Source: an optimization exercise on an open RTL-to-GDS flow (aim: small area and few clock cycles). Production flows keep margins and buffers that such runs may drop. The RTL was checked by simulation tests, not by an equivalence proof against the original design.

==> inputs of quartz <==
==> flow/design.v <==
`timescale 1ns/1ps
module d_cache #(
  parameter ADDR_WIDTH = 32,
  parameter DATA_WIDTH = 32,
  parameter NUM_SETS = 8,
  parameter ASSOC = 4,
  parameter LINE_WORDS = 1
)(
  input  logic                    clk,
  input  logic                    rst_n,
  input  logic [ADDR_WIDTH-1:0]   cpu_addr,
  input  logic                    cpu_rd,
  input  logic                    cpu_wr,
  input  logic [DATA_WIDTH-1:0]   cpu_wdata,
  output logic [DATA_WIDTH-1:0]   cpu_rdata,
  output logic                    cpu_ready,
  output logic [ADDR_WIDTH-1:0]   mem_addr,
  output logic                    mem_rd,
  output logic                    mem_wr,
  output logic [DATA_WIDTH-1:0]   mem_wdata,
  input  logic [DATA_WIDTH-1:0]   mem_rdata,
  input  logic                    mem_ready
);
  localparam SET_BITS = 3;
  localparam WAY_BITS = 2;
  localparam TAG_BITS = ADDR_WIDTH - SET_BITS;
  localparam LINES = NUM_SETS * ASSOC;
  wire [SET_BITS-1:0] set = cpu_addr[SET_BITS-1:0];
  wire [TAG_BITS-1:0] tag = cpu_addr[ADDR_WIDTH-1 -: TAG_BITS];
  logic [LINES-1:0]                 line_dirty;
  logic [LINES-1:0][TAG_BITS-1:0]   line_tag;
  logic [LINES-1:0][DATA_WIDTH-1:0] line_data;
  logic [NUM_SETS-1:0][5:0] mru;
  logic [NUM_SETS-1:0]      v0;
  logic st_wb;     
  logic st_rd;     
  logic [SET_BITS+WAY_BITS-1:0] ridx;   
  logic [5:0] m;
  logic [3:0] valid;
  logic [ASSOC-1:0][TAG_BITS-1:0] stag;
  logic [ASSOC-1:0] sdirty;
  always_comb begin
    m = mru[set];
    valid[0] = v0[set];
    valid[1] = v0[set] | m[0];
    valid[2] = v0[set] | m[1];
    valid[3] = v0[set] | m[2];
    stag = '0;
    sdirty = '0;
    for (int s = 0; s < NUM_SETS; s++)
      for (int w = 0; w < ASSOC; w++) begin
        stag[w] = stag[w] | (line_tag[s*ASSOC+w] & {TAG_BITS{set == s}});
        sdirty[w] = sdirty[w] | (line_dirty[s*ASSOC+w] & (set == s));
      end
  end
  logic hit;
  logic [WAY_BITS-1:0] hit_way;
  always_comb begin
    hit = 0;
    hit_way = '0;
    for (int w = 0; w < ASSOC; w++) begin
      if (valid[w] && stag[w] == tag) begin
        hit = 1;
        hit_way = w;
      end
    end
  end
  logic [WAY_BITS-1:0] victim;
  always_comb begin
    if (m[0] && m[1] && m[2])         victim = 2'd0;
    else if (!m[0] && m[3] && m[4])   victim = 2'd1;
    else if (!m[1] && !m[3] && m[5])  victim = 2'd2;
    else                              victim = 2'd3;
  end
  wire idle = !st_wb && !st_rd;
  wire req  = cpu_rd || cpu_wr;
  wire miss_start = idle && req && !hit;
  wire victim_dirty = valid[victim] && sdirty[victim];
  wire fill = st_rd && mem_ready;
  wire hit_wr = idle && cpu_wr && hit;
  wire touch = (idle && req && hit) || fill;
  wire [WAY_BITS-1:0] tway = fill ? ridx[1:0] : hit_way;
  logic [5:0] mnew;
  always_comb begin
    mnew = m;
    case (tway)
      2'd0: begin mnew[0] = 0; mnew[1] = 0; mnew[2] = 0; end
      2'd1: begin mnew[0] = 1; mnew[3] = 0; mnew[4] = 0; end
      2'd2: begin mnew[1] = 1; mnew[3] = 1; mnew[5] = 0; end
      2'd3: begin mnew[2] = 1; mnew[4] = 1; mnew[5] = 1; end
    endcase
  end
  always_ff @(posedge clk or negedge rst_n) begin
    if (!rst_n) begin
      cpu_ready <= 0;
      mem_rd <= 0;
      mem_wr <= 0;
      st_wb <= 0;
      st_rd <= 0;
      ridx <= '0;
      mru <= '0;
      v0 <= '0;
    end else begin
      cpu_ready <= (idle && req && hit) || fill;
      mem_wr <= miss_start && victim_dirty;
      mem_rd <= (miss_start && !victim_dirty) || (st_wb && mem_ready);
      if (miss_start && victim_dirty) st_wb <= 1;
      else if (mem_ready) st_wb <= 0;
      if ((miss_start && !victim_dirty) || (st_wb && mem_ready)) st_rd <= 1;
      else if (mem_ready) st_rd <= 0;
      if (idle) ridx <= {set, hit ? hit_way : victim};
      if (touch) mru[set] <= mnew;
      if (fill && ridx[1:0] == 2'd0) v0[set] <= 1;
    end
  end
  wire [SET_BITS+WAY_BITS-1:0] widx = fill ? ridx : {set, hit_way};
  wire [DATA_WIDTH-1:0] wdata = (fill && !cpu_wr) ? mem_rdata : cpu_wdata;
  wire data_we = fill || hit_wr;
  always_ff @(posedge clk) begin
    for (int l = 0; l < LINES; l++) begin
      if (data_we && widx == l) begin
        line_data[l] <= wdata;
        line_dirty[l] <= cpu_wr;
      end
      if (fill && ridx == l) line_tag[l] <= tag;
    end
  end
  logic [DATA_WIDTH-1:0] rdata;
  always_comb begin
    rdata = '0;
    for (int l = 0; l < LINES; l++)
      rdata = rdata | (line_data[l] & {DATA_WIDTH{ridx == l}});
  end
  assign cpu_rdata = rdata;
  assign mem_wdata = rdata;
  logic [TAG_BITS-1:0] atag;
  always_comb begin
    atag = tag & {TAG_BITS{!mem_wr}};
    for (int w = 0; w < ASSOC; w++)
      atag = atag | (stag[w] & {TAG_BITS{mem_wr && ridx[1:0] == w}});
  end
  assign mem_addr = {atag, set};
endmodule
==> flow/flow/run.sh <==
#!/bin/bash
# The standard layout, with two changes: synthesis maps the logic with an
# area-recovery ABC script (flow/area.abc), and the layout uses small port
# buffers and a clock tree of clkbuf_16 leaf clusters of up to 25 sinks without dummy loads.
# make's output goes to flow_make.log; each tool's log is under orfs/logs.
set -euo pipefail
W=$(pwd)
ORFS=$W/orfs
RES=$ORFS/results/$FLOW_PLATFORM/d_cache/base
export AREA_ABC_SCRIPT=$W/flow/area.abc
{ echo "source $W/flow/abc_wrap.tcl"; cat $W/synth_recipe.tcl; } > $W/flow_synth.tcl
export BUFFER_PORTS_ARGS="-buffer_cell sky130_fd_sc_hd__buf_1"
export CTS_ARGS="-sink_clustering_enable -repair_clock_nets -sink_clustering_size 25 -sink_clustering_max_diameter 80 -buf_list sky130_fd_sc_hd__clkbuf_16 -dont_use_dummy_load"
make -C $FLOW_HOME DESIGN_CONFIG=$FLOW_CONFIG WORK_HOME=$ORFS CLKGATE_MAP_FILE= \
  SYNTH_SCRIPT=$W/flow_synth.tcl finish > $W/flow_make.log 2>&1
: # left out here: write the final layout as DEF
==> flow/flow/abc_wrap.tcl <==
# Run ABC with the area-recovery mapping script beside this file instead of
# the one the synthesis script names. Registers are mapped before this step,
# so they stay exactly as the standard synthesis makes them.
proc abc {args} {
  set i [lsearch -exact $args -script]
  if {$i >= 0} { lset args [expr {$i + 1}] $::env(AREA_ABC_SCRIPT) }
  yosys abc {*}$args
}
==> flow/flow/area.abc <==
strash
&get -n
&st
&dch
&nf -R 1000
&put
==> flow/standard.sh <==
#!/bin/bash
# synth_recipe.tcl (not shown) runs the flow's synth.tcl, then flattens the netlist and writes it again
# the make line also repeats each setting of config.mk as NAME=value (left out here)
make -C /OpenROAD-flow-scripts/flow DESIGN_CONFIG=/design/flow/config.mk WORK_HOME=/design/flow/orfs CLKGATE_MAP_FILE= SYNTH_SCRIPT=/design/flow/synth_recipe.tcl "${@:-finish}"
==> flow/config.mk <==
export PLATFORM = sky130hd
export DESIGN_NAME = d_cache
export DESIGN_NICKNAME = d_cache
export VERILOG_FILES = /design/flow/design.v
export SDC_FILE = /design/flow/constraint.sdc
export NUM_CORES = 4
export LEC_CHECK = 0
export CAP_MARGIN = 0
export CORE_MARGIN = 2
export CORE_UTILIZATION = 60
export SLEW_MARGIN = 0
==> flow/constraint.sdc <==
create_clock -name core_clock -period 9.0 [get_ports {clk}]
set_input_delay 1.8000 -clock core_clock [delete_from_list [all_inputs] [get_ports {clk}]]
set_output_delay 1.8000 -clock core_clock [all_outputs]
set_load 0.01 [all_outputs]
==> onyx: changes against quartz <==
--- a/flow/design.v
+++ b/flow/design.v
@@ -34,7 +34,11 @@
   logic [NUM_SETS-1:0]      v0;
   logic st_wb;     
   logic st_rd;     
+  logic st_ww;     
+  logic bg_wr;     
+  logic bg_rd;     
   logic [SET_BITS+WAY_BITS-1:0] ridx;   
+  logic [ADDR_WIDTH-1:0] maddr;
   logic [5:0] m;
   logic [3:0] valid;
   logic [ASSOC-1:0][TAG_BITS-1:0] stag;
@@ -72,18 +76,23 @@
     else if (!m[1] && !m[3] && m[5])  victim = 2'd2;
     else                              victim = 2'd3;
   end
-  wire idle = !st_wb && !st_rd;
   wire req  = cpu_rd || cpu_wr;
-  wire miss_start = idle && req && !hit;
+  wire idle = !st_wb && !st_rd && !st_ww;
+  wire mem_free = !bg_wr && (!bg_rd || mem_ready);
   wire victim_dirty = valid[victim] && sdirty[victim];
-  wire fill = st_rd && mem_ready;
-  wire hit_wr = idle && cpu_wr && hit;
-  wire touch = (idle && req && hit) || fill;
-  wire [WAY_BITS-1:0] tway = fill ? ridx[1:0] : hit_way;
+  wire hit_ok   = idle && req && hit;
+  wire miss_go  = idle && req && !hit && mem_free;
+  wire wm_clean = miss_go && cpu_wr && !victim_dirty;   
+  wire ww_done  = st_ww;                                
+  wire fill     = st_rd && mem_ready;
+  wire hit_wr   = hit_ok && cpu_wr;
+  wire alloc    = wm_clean || ww_done || fill;          
+  wire [WAY_BITS-1:0] wway = idle ? (hit ? hit_way : victim) : ridx[1:0];
+  wire touch = hit_ok || alloc;
   logic [5:0] mnew;
   always_comb begin
     mnew = m;
-    case (tway)
+    case (wway)
       2'd0: begin mnew[0] = 0; mnew[1] = 0; mnew[2] = 0; end
       2'd1: begin mnew[0] = 1; mnew[3] = 0; mnew[4] = 0; end
       2'd2: begin mnew[1] = 1; mnew[3] = 1; mnew[5] = 0; end
@@ -97,32 +106,39 @@
       mem_wr <= 0;
       st_wb <= 0;
       st_rd <= 0;
-      ridx <= '0;
+      st_ww <= 0;
+      bg_wr <= 0;
+      bg_rd <= 0;
       mru <= '0;
       v0 <= '0;
     end else begin
-      cpu_ready <= (idle && req && hit) || fill;
-      mem_wr <= miss_start && victim_dirty;
-      mem_rd <= (miss_start && !victim_dirty) || (st_wb && mem_ready);
-      if (miss_start && victim_dirty) st_wb <= 1;
-      else if (mem_ready) st_wb <= 0;
-      if ((miss_start && !victim_dirty) || (st_wb && mem_ready)) st_rd <= 1;
-      else if (mem_ready) st_rd <= 0;
-      if (idle) ridx <= {set, hit ? hit_way : victim};
+      cpu_ready <= hit_ok || alloc;
+      mem_wr <= miss_go && victim_dirty;
+      mem_rd <= (miss_go && !victim_dirty) || (st_wb && mem_ready) || (bg_wr && mem_ready);
+      st_wb <= miss_go && victim_dirty && cpu_rd || st_wb && !mem_ready;
+      st_rd <= miss_go && !victim_dirty && cpu_rd || st_wb && mem_ready || st_rd && !mem_ready;
+      st_ww <= miss_go && victim_dirty && cpu_wr;
+      bg_wr <= ww_done || bg_wr && !mem_ready;
+      bg_rd <= wm_clean || bg_wr && mem_ready || bg_rd && !mem_ready;
       if (touch) mru[set] <= mnew;
-      if (fill && ridx[1:0] == 2'd0) v0[set] <= 1;
+      if (alloc && wway == 2'd0) v0[set] <= 1;
     end
   end
-  wire [SET_BITS+WAY_BITS-1:0] widx = fill ? ridx : {set, hit_way};
-  wire [DATA_WIDTH-1:0] wdata = (fill && !cpu_wr) ? mem_rdata : cpu_wdata;
-  wire data_we = fill || hit_wr;
+  always_ff @(posedge clk) begin
+    if (idle) ridx <= {set, wway};
+    if (miss_go || ww_done || (st_wb && mem_ready))
+      maddr <= (miss_go && victim_dirty) ? {stag[victim], set} : cpu_addr;
+  end
+  wire [SET_BITS+WAY_BITS-1:0] widx = {set, wway};
+  wire [DATA_WIDTH-1:0] wdata = fill ? mem_rdata : cpu_wdata;
+  wire data_we = hit_wr || alloc;
   always_ff @(posedge clk) begin
     for (int l = 0; l < LINES; l++) begin
       if (data_we && widx == l) begin
         line_data[l] <= wdata;
-        line_dirty[l] <= cpu_wr;
+        line_dirty[l] <= !fill;
       end
-      if (fill && ridx == l) line_tag[l] <= tag;
+      if (alloc && widx == l) line_tag[l] <= tag;
     end
   end
   logic [DATA_WIDTH-1:0] rdata;
@@ -133,11 +149,5 @@
   end
   assign cpu_rdata = rdata;
   assign mem_wdata = rdata;
-  logic [TAG_BITS-1:0] atag;
-  always_comb begin
-    atag = tag & {TAG_BITS{!mem_wr}};
-    for (int w = 0; w < ASSOC; w++)
-      atag = atag | (stag[w] & {TAG_BITS{mem_wr && ridx[1:0] == w}});
-  end
-  assign mem_addr = {atag, set};
+  assign mem_addr  = maddr;
 endmodule
==> flow/flow/area.abc (replaced) <==
strash
&get -n
&st
&syn2
&dch
&nf -R 1000
&put
==> flow/config.mk (replaced) <==
export PLATFORM = sky130hd
export DESIGN_NAME = d_cache
export DESIGN_NICKNAME = d_cache
export VERILOG_FILES = /design/flow/design.v
export SDC_FILE = /design/flow/constraint.sdc
export NUM_CORES = 4
export LEC_CHECK = 0
export CAP_MARGIN = 20
export CORE_MARGIN = 2
export CORE_UTILIZATION = 45
export PLACE_DENSITY = 0.8
export SLEW_MARGIN = 20
==> flow_summary.ini <==
[outcome]
status = no timing/DRC/antenna violations

[clocking]
insertion_delay_ps = 760
clkSinkCount = 2085

[power]
p_comb_mw = 4.46
p_per_area_nw_per_um2 = 245
max-vdd-ir-drop_uv = 232
cellInternalPower_mw = 14.5

[floorplan]
die_h_um = 417

[route]
routed_wl_um = 218000

[final_layout]
multi_input_area_share_pct = 17.4
multi_input_gates = 1919

[synth]
synth_seq_cells = 2085
ys_seq_area_share_pct = 81.3
syn_nets = 4179

[global_routing]
grt_use_met1_pct = 31.7

[setup_path]
cp.depth = 26
cp_max_fo = 36
(the above is from onyx)
==> flow_summary.ini <==
[setup_path]
cp_max_fo = 41
cp.depth = 29

[synth]
ys_seq_area_share_pct = 80.8
synth_seq_cells = 2050

[outcome]
status = no timing/DRC/antenna violations

[power]
cellInternalPower_mw = 13.9
p_per_area_nw_per_um2 = 234
max-vdd-ir-drop_uv = 269
p_comb_mw = 3.76

[final_layout]
multi_input_gates = 2047

[floorplan]
die_h_um = 359

[route]
routed_wl_um = 221000
(the above is from quartz)
Testbench counts of quartz, summed over its fixed seeds: cycles 80,897.
Testbench counts of onyx, summed over its fixed seeds: cycles 74,111.

## what the ideal ports hide
How much do the figures lean on ideal ports? The routed layouts below were timed once more, with nothing changed but the port constraints.
Step 1, drivers: a clkbuf_16 drives clk and a buf_2 each remaining input, both assumed.
Step 2, shift: input delay + t, output delay - t, t = (earliest + latest rising clock arrival at the registers) / 2. This alone moves slack from input paths to output paths.
a / b / c = no drivers / after step 1 / after step 2; a / b = the first two.
run | t, ns | slack for setup (ns) | worst setup path after step 2 | clock arrival spread, ns
quartz | 0.784 | 1.234 / 1.290 / 0.505 | input to register | 0.059 / 0.059
onyx | 0.812 | 0.915 / 0.928 / 0.116 | input to register | 0.066 / 0.066
After both steps setup and hold are still met in every run listed. For onyx, which loses most, drivers alone change the setup slack by +0.013 ns; drivers and shift together by -0.799 ns.
